Background: an optimization exercise with open tools, aiming at small area. Do not read the settings as production practice.
The RTL was checked by simulation tests, not by an equivalence proof against the original design.
The clock port is modelled as an ideal driver, which makes a skipped or thinned clock tree look cheaper than it is; a real chip needs a root buffer or a tree.
Power and IR drop assume default switching activity.

==> flow/design.v (excerpt) <==
module matrix2 (clk,reset,segout,scanout);
input clk,reset;
output [7:0] segout;
output [2:0] scanout;
reg [2:0] a;
reg [2:0] s;
reg [6:0] u;
reg p;
reg [2:0] k;
reg [3:0] t;
wire [2:0] an, sn, kn2;
wire [6:0] un;
wire pn;
wire [3:0] tn2;
  wire c45, c46, c47, c49, c50, c51, c53,
    c54, c55, c56, c57, c58, c59, c60, c61,
    c62, c63, c65, c66, c67, c69, c70, c71,
    c73, c74, c75, c77, c78, c79, c81, c82,
    c83, c85, c86, c87, c89, c90, c91, c93,
    c94, c95, c97, c99, c100, c101, c103,
    c104, c105, c106, c107, c108, c109, c110,
    c111, c112, c113, c114, c115, c116, c117,
    c118, c119, c120, c121, c122, c123, c124,
    c125, c126, c128, c129, c130, c132, c133,
    c135, c136, c137, c139, c140, c142, c143,
    c144, c146, c147, c148, c149, c150;
  assign an[0] = reset & ~a[0];
  assign c45 = ~a[0] & ~a[1];
  assign c46 = a[0] & a[1];
  assign c47 = reset & ~c46;
  assign an[1] = ~c45 & c47;
  assign c49 = ~a[2] & ~c46;
  assign c50 = a[2] & c46;
  assign c51 = reset & ~c50;
  assign an[2] = ~c49 & c51;
  assign c53 = u[1] & u[2];
  assign c54 = u[6] & c53;
  assign c55 = u[3] & u[4];
  assign c56 = s[1] & u[0];
  assign c57 = c55 & c56;
  assign c58 = c54 & c57;
  assign c59 = c50 & c58;
  assign c60 = reset & ~c59;
  assign c61 = s[0] & c50;
  assign c62 = ~s[0] & ~c50;
  assign c63 = ~c61 & ~c62;
  assign sn[0] = c60 & c63;
  assign c65 = s[1] & c61;
  assign c66 = ~s[1] & ~c61;
  ...
For scale: roughly 200 cells after synthesis, roughly 13 I/O pins.
clock: 10.0 ns
lec_check: 0
abc_area: 1
cap_margin: 20
core_margin: 2
core_utilization: 40
cts_buf_list: sky130_fd_sc_hd__clkbuf_4
cts_cluster_diameter: 100
cts_cluster_size: 10
slew_margin: 20
standard.sh (not shown) runs the stock make flow with config.mk's settings and CLKGATE_MAP_FILE= SYNTH_SCRIPT=/design/flow/synth_recipe.tcl, a recipe that flattens the netlist after the stock synthesis.
==> flow/flow/run.sh <==
#!/bin/bash
# Standard ORFS layout (standard.sh), with four changes to how it is made:
#  - synthesis maps logic with an area-oriented ABC script (flow/abc_area.script,
#    used through ABC_AREA=1 from a copy of the ORFS scripts folder);
#  - no half/full-adder cells are extracted before ABC (ADDER_MAP_FILE empty);
#  - port buffers use the smallest buffer, sky130_fd_sc_hd__buf_1;
#  - the clock tree is one clkbuf_8 at the centre of the registers.
# Registers, their names and cell types are those of the standard synthesis.
set -euo pipefail
W=$(pwd)
rm -rf "$W/scripts_own"
mkdir -p "$W/scripts_own"
cp -r "$FLOW_HOME/scripts/." "$W/scripts_own/"
cp "$W/flow/abc_area.script" "$W/scripts_own/abc_area.script"
export SCRIPTS_DIR="$W/scripts_own"
export ADDER_MAP_FILE=
# one clock buffer instead of TritonCTS (flow/cts_one_buffer.tcl)
sed -i 's|^log_cmd clock_tree_synthesis {\*}\$cts_args|source $::env(ONE_CLOCK_TCL)|' "$W/scripts_own/cts.tcl"
grep -q ONE_CLOCK_TCL "$W/scripts_own/cts.tcl"
export ONE_CLOCK_TCL="$W/flow/cts_one_buffer.tcl"
export ONE_CLOCK_BUFFER=sky130_fd_sc_hd__clkbuf_8
export CTS_ARGS="-sink_clustering_enable -sink_clustering_size 30 -sink_clustering_max_diameter 500 -buf_list sky130_fd_sc_hd__clkbuf_4 -root_buf sky130_fd_sc_hd__clkbuf_4 -dont_use_dummy_load -repair_clock_nets"
export BUFFER_PORTS_ARGS="-buffer_cell sky130_fd_sc_hd__buf_1"
bash "$W/standard.sh" > "$W/standard_flow.log" 2>&1
==> flow/flow/abc_area.script <==
strash
&get -n
&dc2
&dch -f
&nf -R 1000 -p -F 8 -A 4
&put
topo
stime -c
==> flow/flow/cts_one_buffer.tcl <==
# Clock tree for a small design: one clock buffer between the clock port and
# every register, placed at the centre of the registers it drives. Used in
# place of clock_tree_synthesis (sourced from cts.tcl).
set block [ord::get_db_block]
set clk_net [$block findNet clk]
set xs 0
set ys 0
set n 0
foreach it [$clk_net getITerms] {
  set inst [$it getInst]
  set box [$inst getBBox]
  set xs [expr {$xs + ([$box xMin] + [$box xMax]) / 2}]
  set ys [expr {$ys + ([$box yMin] + [$box yMax]) / 2}]
  incr n
}
set dbu [$block getDbUnitsPerMicron]
set x [expr {double($xs) / $n / $dbu}]
set y [expr {double($ys) / $n / $dbu}]
puts "Clock buffer for $n sinks at $x $y"
insert_buffer -buffer_cell $::env(ONE_CLOCK_BUFFER) -net clk -location [list $x $y] \
  -buffer_name clkbuf_root -net_name clk_root
Next try:
==> flow/flow/run.sh (replaced) <==
#!/bin/bash
# Standard ORFS layout (standard.sh), with three changes to how it is made:
#  - synthesis maps logic with an area-oriented ABC script (flow/abc_area.script,
#    used through ABC_AREA=1 from a copy of the ORFS scripts folder);
#  - no half/full-adder cells are extracted before ABC (ADDER_MAP_FILE empty);
#  - port buffers use the smallest buffer, sky130_fd_sc_hd__buf_1.
# Registers, their names and cell types are those of the standard synthesis.
set -euo pipefail
W=$(pwd)
rm -rf "$W/scripts_own"
mkdir -p "$W/scripts_own"
cp -r "$FLOW_HOME/scripts/." "$W/scripts_own/"
cp "$W/flow/abc_area.script" "$W/scripts_own/abc_area.script"
export SCRIPTS_DIR="$W/scripts_own"
export ADDER_MAP_FILE=
export CTS_ARGS="-sink_clustering_enable -sink_clustering_size 30 -sink_clustering_max_diameter 500 -buf_list sky130_fd_sc_hd__clkbuf_4 -root_buf sky130_fd_sc_hd__clkbuf_4 -dont_use_dummy_load -repair_clock_nets"
export BUFFER_PORTS_ARGS="-buffer_cell sky130_fd_sc_hd__buf_1"
bash "$W/standard.sh" > "$W/standard_flow.log" 2>&1
removed: flow/flow/cts_one_buffer.tcl
The new run ran to the end with no violations.
Global-route usage came out higher by 0.91 points.
Sequential power hardly moves.
Power increases by 4.5%.
The clock cells of the first run of this note come from the design's own scripts or RTL, not from TritonCTS.

========
matrix2 again, from the RTL that the note above started with.
==> flow/config.mk <==
export PLATFORM = sky130hd
export DESIGN_NAME = matrix2
export DESIGN_NICKNAME = matrix2
export VERILOG_FILES = /design/flow/design.v
export SDC_FILE = /design/flow/constraint.sdc
export NUM_CORES = 4
export LEC_CHECK = 0
export ABC_AREA = 1
export CAP_MARGIN = 20
export CORE_MARGIN = 2
export CORE_UTILIZATION = 40
export CTS_BUF_LIST = sky130_fd_sc_hd__clkbuf_4
export CTS_CLUSTER_DIAMETER = 100
export CTS_CLUSTER_SIZE = 10
export SLEW_MARGIN = 20
==> flow/constraint.sdc <==
create_clock -name core_clock -period 10.0 [get_ports {clk}]
set_input_delay 2.0000 -clock core_clock [delete_from_list [all_inputs] [get_ports {clk}]]
set_output_delay 2.0000 -clock core_clock [all_outputs]
set_load 0.01 [all_outputs]
==> flow/flow/run.sh <==
#!/bin/bash
# Standard ORFS layout (standard.sh), with three changes to how it is made:
#  - synthesis maps logic with an area-oriented ABC script (flow/abc_area.script,
#    used through ABC_AREA=1 from a copy of the ORFS scripts folder);
#  - no half/full-adder cells are extracted before ABC (ADDER_MAP_FILE empty);
#  - port buffers use the smallest buffer, sky130_fd_sc_hd__buf_1.
# Registers, their names and cell types are those of the standard synthesis.
set -euo pipefail
W=$(pwd)
rm -rf "$W/scripts_own"
mkdir -p "$W/scripts_own"
cp -r "$FLOW_HOME/scripts/." "$W/scripts_own/"
cp "$W/flow/abc_area.script" "$W/scripts_own/abc_area.script"
export SCRIPTS_DIR="$W/scripts_own"
export ADDER_MAP_FILE=
export CTS_ARGS="-buf_list sky130_fd_sc_hd__clkbuf_8 -root_buf sky130_fd_sc_hd__clkbuf_8 -dont_use_dummy_load -repair_clock_nets"
export BUFFER_PORTS_ARGS="-buffer_cell sky130_fd_sc_hd__buf_1"
bash "$W/standard.sh" > "$W/standard_flow.log" 2>&1
Scripts as last shown in full above: flow/flow/abc_area.script
Then changed:
==> flow/flow/run.sh (replaced) <==
#!/bin/bash
# Standard ORFS layout (standard.sh), with four changes to how it is made:
#  - synthesis maps logic with an area-oriented ABC script (flow/abc_area.script,
#    used through ABC_AREA=1 from a copy of the ORFS scripts folder);
#  - no half/full-adder cells are extracted before ABC (ADDER_MAP_FILE empty);
#  - port buffers use the smallest buffer, sky130_fd_sc_hd__buf_1;
#  - the clock tree is one clkbuf_8 at the centre of the registers.
# Registers, their names and cell types are those of the standard synthesis.
set -euo pipefail
W=$(pwd)
rm -rf "$W/scripts_own"
mkdir -p "$W/scripts_own"
cp -r "$FLOW_HOME/scripts/." "$W/scripts_own/"
cp "$W/flow/abc_area.script" "$W/scripts_own/abc_area.script"
export SCRIPTS_DIR="$W/scripts_own"
export ADDER_MAP_FILE=
# one clock buffer instead of TritonCTS (flow/cts_one_buffer.tcl)
sed -i 's|^log_cmd clock_tree_synthesis {\*}\$cts_args|source $::env(ONE_CLOCK_TCL)|' "$W/scripts_own/cts.tcl"
grep -q ONE_CLOCK_TCL "$W/scripts_own/cts.tcl"
export ONE_CLOCK_TCL="$W/flow/cts_one_buffer.tcl"
export ONE_CLOCK_BUFFER=sky130_fd_sc_hd__clkbuf_8
export CTS_ARGS="-sink_clustering_enable -sink_clustering_size 30 -sink_clustering_max_diameter 500 -buf_list sky130_fd_sc_hd__clkbuf_4 -root_buf sky130_fd_sc_hd__clkbuf_4 -dont_use_dummy_load -repair_clock_nets"
export BUFFER_PORTS_ARGS="-buffer_cell sky130_fd_sc_hd__buf_1"
bash "$W/standard.sh" > "$W/standard_flow.log" 2>&1
==> flow/flow/cts_one_buffer.tcl (new file) <==
# Clock tree for a small design: one clock buffer between the clock port and
# every register, placed at the centre of the registers it drives. Used in
# place of clock_tree_synthesis (sourced from cts.tcl).
set block [ord::get_db_block]
set clk_net [$block findNet clk]
set xs 0
set ys 0
set n 0
foreach it [$clk_net getITerms] {
  set inst [$it getInst]
  set box [$inst getBBox]
  set xs [expr {$xs + ([$box xMin] + [$box xMax]) / 2}]
  set ys [expr {$ys + ([$box yMin] + [$box yMax]) / 2}]
  incr n
}
set dbu [$block getDbUnitsPerMicron]
set x [expr {double($xs) / $n / $dbu}]
set y [expr {double($ys) / $n / $dbu}]
puts "Clock buffer for $n sinks at $x $y"
insert_buffer -buffer_cell $::env(ONE_CLOCK_BUFFER) -net clk -location [list $x $y] \
  -buffer_name clkbuf_root -net_name clk_root
foreach net [list [$block findNet clk] [$block findNet clk_root]] {
  $net setSigType CLOCK
}
Result: With this change the flow died in 4_1_cts. Synthesized area stays the same. Synthesized cell count does not change.
Then changed:
==> flow/flow/run.sh (replaced) <==
#!/bin/bash
# Standard ORFS layout (standard.sh), with three changes to how it is made:
#  - synthesis maps logic with an area-oriented ABC script (flow/abc_area.script,
#    used through ABC_AREA=1 from a copy of the ORFS scripts folder);
#  - no half/full-adder cells are extracted before ABC (ADDER_MAP_FILE empty);
#  - port buffers use the smallest buffer, sky130_fd_sc_hd__buf_1;
#  - clock tree synthesis uses clkbuf_4 buffers and no dummy loads (CTS_ARGS).
# Registers, their names and cell types are those of the standard synthesis.
set -euo pipefail
W=$(pwd)
rm -rf "$W/scripts_own"
mkdir -p "$W/scripts_own"
cp -r "$FLOW_HOME/scripts/." "$W/scripts_own/"
cp "$W/flow/abc_area.script" "$W/scripts_own/abc_area.script"
export SCRIPTS_DIR="$W/scripts_own"
export ADDER_MAP_FILE=
export CTS_ARGS="-sink_clustering_enable -sink_clustering_size 30 -sink_clustering_max_diameter 500 -buf_list sky130_fd_sc_hd__clkbuf_4 -root_buf sky130_fd_sc_hd__clkbuf_4 -dont_use_dummy_load -repair_clock_nets"
export BUFFER_PORTS_ARGS="-buffer_cell sky130_fd_sc_hd__buf_1"
bash "$W/standard.sh" > "$W/standard_flow.log" 2>&1
removed: flow/flow/cts_one_buffer.tcl
- The new run passed the timing, DRC and antenna checks
- synthesized area stays the same
- synthesized cell count stays the same
Then changed:
--- a/flow/flow/run.sh
+++ b/flow/flow/run.sh
@@ -1,3 +1,3 @@
 #!/bin/bash
-# Standard ORFS layout (standard.sh), with three changes to how it is made:
+# Standard ORFS layout (standard.sh), with four changes to how it is made:
 #  - synthesis maps logic with an area-oriented ABC script (flow/abc_area.script,
@@ -6,3 +6,4 @@
 #  - port buffers use the smallest buffer, sky130_fd_sc_hd__buf_1;
-#  - clock tree synthesis uses clkbuf_4 buffers and no dummy loads (CTS_ARGS).
+#  - the clock tree is two clkbuf_4, each at the centre of half the registers,
+#    driven from the clock port (flow/cts_one_buffer.tcl).
 # Registers, their names and cell types are those of the standard synthesis.
@@ -16,2 +17,8 @@
 export ADDER_MAP_FILE=
+# one clock buffer instead of TritonCTS (flow/cts_one_buffer.tcl)
+sed -i 's|^log_cmd clock_tree_synthesis {\*}\$cts_args|source $::env(ONE_CLOCK_TCL)|' "$W/scripts_own/cts.tcl"
+grep -q ONE_CLOCK_TCL "$W/scripts_own/cts.tcl"
+export ONE_CLOCK_TCL="$W/flow/cts_one_buffer.tcl"
+export ONE_CLOCK_BUFFER=sky130_fd_sc_hd__clkbuf_4
+export ONE_CLOCK_GROUPS=2
 export CTS_ARGS="-sink_clustering_enable -sink_clustering_size 30 -sink_clustering_max_diameter 500 -buf_list sky130_fd_sc_hd__clkbuf_4 -root_buf sky130_fd_sc_hd__clkbuf_4 -dont_use_dummy_load -repair_clock_nets"
==> flow/flow/cts_one_buffer.tcl (new file) <==
# Clock tree for a small design, used in place of clock_tree_synthesis
# (sourced from cts.tcl): the registers are split into ONE_CLOCK_GROUPS groups
# along the longer side of their spread, and each group gets one clock buffer
# (ONE_CLOCK_BUFFER) at its centre, driven straight from the clock port.
set block [ord::get_db_block]
set dbu [$block getDbUnitsPerMicron]
set clk_net [$block findNet clk]
set sinks {}
foreach it [$clk_net getITerms] {
  set box [[$it getInst] getBBox]
  set x [expr {([$box xMin] + [$box xMax]) / 2.0 / $dbu}]
  set y [expr {([$box yMin] + [$box yMax]) / 2.0 / $dbu}]
  lappend sinks [list $x $y [$it getInst] [[$it getMTerm] getName]]
}
set xs [lsort -real [lmap s $sinks {lindex $s 0}]]
set ys [lsort -real [lmap s $sinks {lindex $s 1}]]
set axis [expr {([lindex $xs end] - [lindex $xs 0]) >= ([lindex $ys end] - [lindex $ys 0]) ? 0 : 1}]
set sinks [lsort -real -index $axis $sinks]
set n [llength $sinks]
set groups $::env(ONE_CLOCK_GROUPS)
for {set g 0} {$g < $groups} {incr g} {
  set lo [expr {$g * $n / $groups}]
  set hi [expr {($g + 1) * $n / $groups - 1}]
  set part [lrange $sinks $lo $hi]
  set cx 0.0
  set cy 0.0
  set pins {}
  foreach s $part {
    set cx [expr {$cx + [lindex $s 0]}]
    set cy [expr {$cy + [lindex $s 1]}]
    lappend pins [get_pins "[[lindex $s 2] getName]/[lindex $s 3]"]
  }
  set cx [expr {$cx / [llength $part]}]
  set cy [expr {$cy / [llength $part]}]
  puts "Clock buffer $g for [llength $part] sinks at $cx $cy"
  insert_buffer -buffer_cell $::env(ONE_CLOCK_BUFFER) -net clk -load_pins $pins \
    -location [list $cx $cy] -buffer_name clkbuf_g$g -net_name clk_g$g
}
Clock power decreases by about a fifth.
Register-to-register slack is about the same.
Die area does not change.
Cell area shrinks slightly.
Global-route usage shrinks by 0.80 points.
Setup slack improves by 0.085 ns.
Power came out lower by a few percent.
Synthesized cell count is unchanged.
Clock skew fell by 0.020 ns.
Critical path depth stays the same.
The clock cells of the fourth run of this note come from the design's own scripts or RTL, not from TritonCTS.

========
the baseline:
Another version of the RTL of matrix2 (not shown whole).
Size in the first run: about 21 flip-flops, ~13 I/O pins.
clock: 10.0 ns
lec_check: 0
abc_area: 1
cap_margin: 20
core_margin: 2
core_utilization: 40
cts_buf_list: sky130_fd_sc_hd__clkbuf_4
cts_cluster_diameter: 100
cts_cluster_size: 10
slew_margin: 20
==> flow/flow/run.sh <==
#!/bin/bash
# Standard ORFS layout (standard.sh), with four changes to how it is made:
#  - synthesis maps logic with an area-oriented ABC script (flow/abc_area.script,
#    used through ABC_AREA=1 from a copy of the ORFS scripts folder);
#  - no half/full-adder cells are extracted before ABC (ADDER_MAP_FILE empty);
#  - port buffers use the smallest buffer, sky130_fd_sc_hd__buf_1;
#  - the clock tree is two clkbuf_4, each at the centre of half the registers,
#    driven from the clock port (flow/cts_one_buffer.tcl).
# Registers, their names and cell types are those of the standard synthesis.
set -euo pipefail
W=$(pwd)
rm -rf "$W/scripts_own"
mkdir -p "$W/scripts_own"
cp -r "$FLOW_HOME/scripts/." "$W/scripts_own/"
cp "$W/flow/abc_area.script" "$W/scripts_own/abc_area.script"
export SCRIPTS_DIR="$W/scripts_own"
export ADDER_MAP_FILE=
# one clock buffer instead of TritonCTS (flow/cts_one_buffer.tcl)
sed -i 's|^log_cmd clock_tree_synthesis {\*}\$cts_args|source $::env(ONE_CLOCK_TCL)|' "$W/scripts_own/cts.tcl"
grep -q ONE_CLOCK_TCL "$W/scripts_own/cts.tcl"
export ONE_CLOCK_TCL="$W/flow/cts_one_buffer.tcl"
export ONE_CLOCK_BUFFER=sky130_fd_sc_hd__clkbuf_4
export ONE_CLOCK_GROUPS=2
export CTS_ARGS="-sink_clustering_enable -sink_clustering_size 30 -sink_clustering_max_diameter 500 -buf_list sky130_fd_sc_hd__clkbuf_4 -root_buf sky130_fd_sc_hd__clkbuf_4 -dont_use_dummy_load -repair_clock_nets"
export BUFFER_PORTS_ARGS="-buffer_cell sky130_fd_sc_hd__buf_1"
bash "$W/standard.sh" > "$W/standard_flow.log" 2>&1
==> flow/flow/abc_area.script <==
strash
dc2
dch -f
amap
topo
stime -c
Other scripts of this flow, unchanged in this note and not shown: flow/flow/cts_one_buffer.tcl
### the baseline -> the candidate
==> flow/flow/abc_area.script <==
strash
&get -n
&dc2
&dch -f
&nf -R 1000 -p -F 8 -A 4
&put
topo
stime -c
Notes after the runs:
- Comparing the baseline and the candidate, the higher amount of wire on met3 after detailed routing is on the baseline.
- Any difference in worst clock skew between the baseline and the candidate is small enough to ignore.
- Against the baseline, the candidate comes in about 11% lower on final routed wirelength across all metal layers.
- Looking at part of the cycle the worst path needs, the candidate sits 1.5 points below the baseline.
- For the baseline, the endpoint of the most critical setup path was segout[5], unlike the candidate, where it was segout[6].
- Compared to the baseline, the candidate shows a wider setup margin.
- Between the baseline and the candidate, the difference in die area is negligible.
- The baseline and the candidate ended up with nearly the same final instance area.
- Between the baseline and the candidate, the summed instance area of the synthesized netlist figures differ only marginally.
In every run of this note, the design's own scripts or RTL, not TritonCTS, make the clock network.

## re-timing with driven ports
The results above use ideal ports. As a check the final layouts listed here were re-extracted and re-timed, cells and wires unchanged.
Step 1, drivers: a clkbuf_16 drives clk and a buf_2 each remaining input, both assumed.
Step 2 moves the port delays by t, midway between the first and last clock arrival at a register: inputs arrive t later, outputs are due t later. That takes back most of the time a late clock gives input paths.
Three values: no drivers, after step 1, after step 2; two values: the first two.
run | t, ns | setup WS [ns] | latest minus earliest clock arrival (ns) | worst slew at a driven data input, ns | cell pins on the clock port's net
the first run of note 1 | 0.198 | 4.452 / 4.427 / 4.625 | 0.003 / 0.004 | 0.03 | 1
the second run of note 1 | 0.309 | 4.391 / 4.368 / 4.677 | 0.025 / 0.025 | 0.03 | 1
the first run of note 2 | 0.273 | 4.456 / 4.431 / 4.703 | 0.016 / 0.015 | 0.03 | 1
the third run of note 2 | 0.309 | 4.391 / 4.368 / 4.677 | 0.025 / 0.025 | 0.03 | 1
the fourth run of note 2 | 0.194 | 4.476 / 4.445 / 4.639 | 0.006 / 0.006 | 0.03 | 2
the baseline | 0.190 | 4.666 / 4.637 / 4.827 | 0.003 / 0.004 | 0.03 | 2
the candidate | 0.189 | 4.812 / 4.785 / 4.974 | 0.007 / 0.007 | 0.03 | 2
After both steps setup and hold are still met in every run listed.
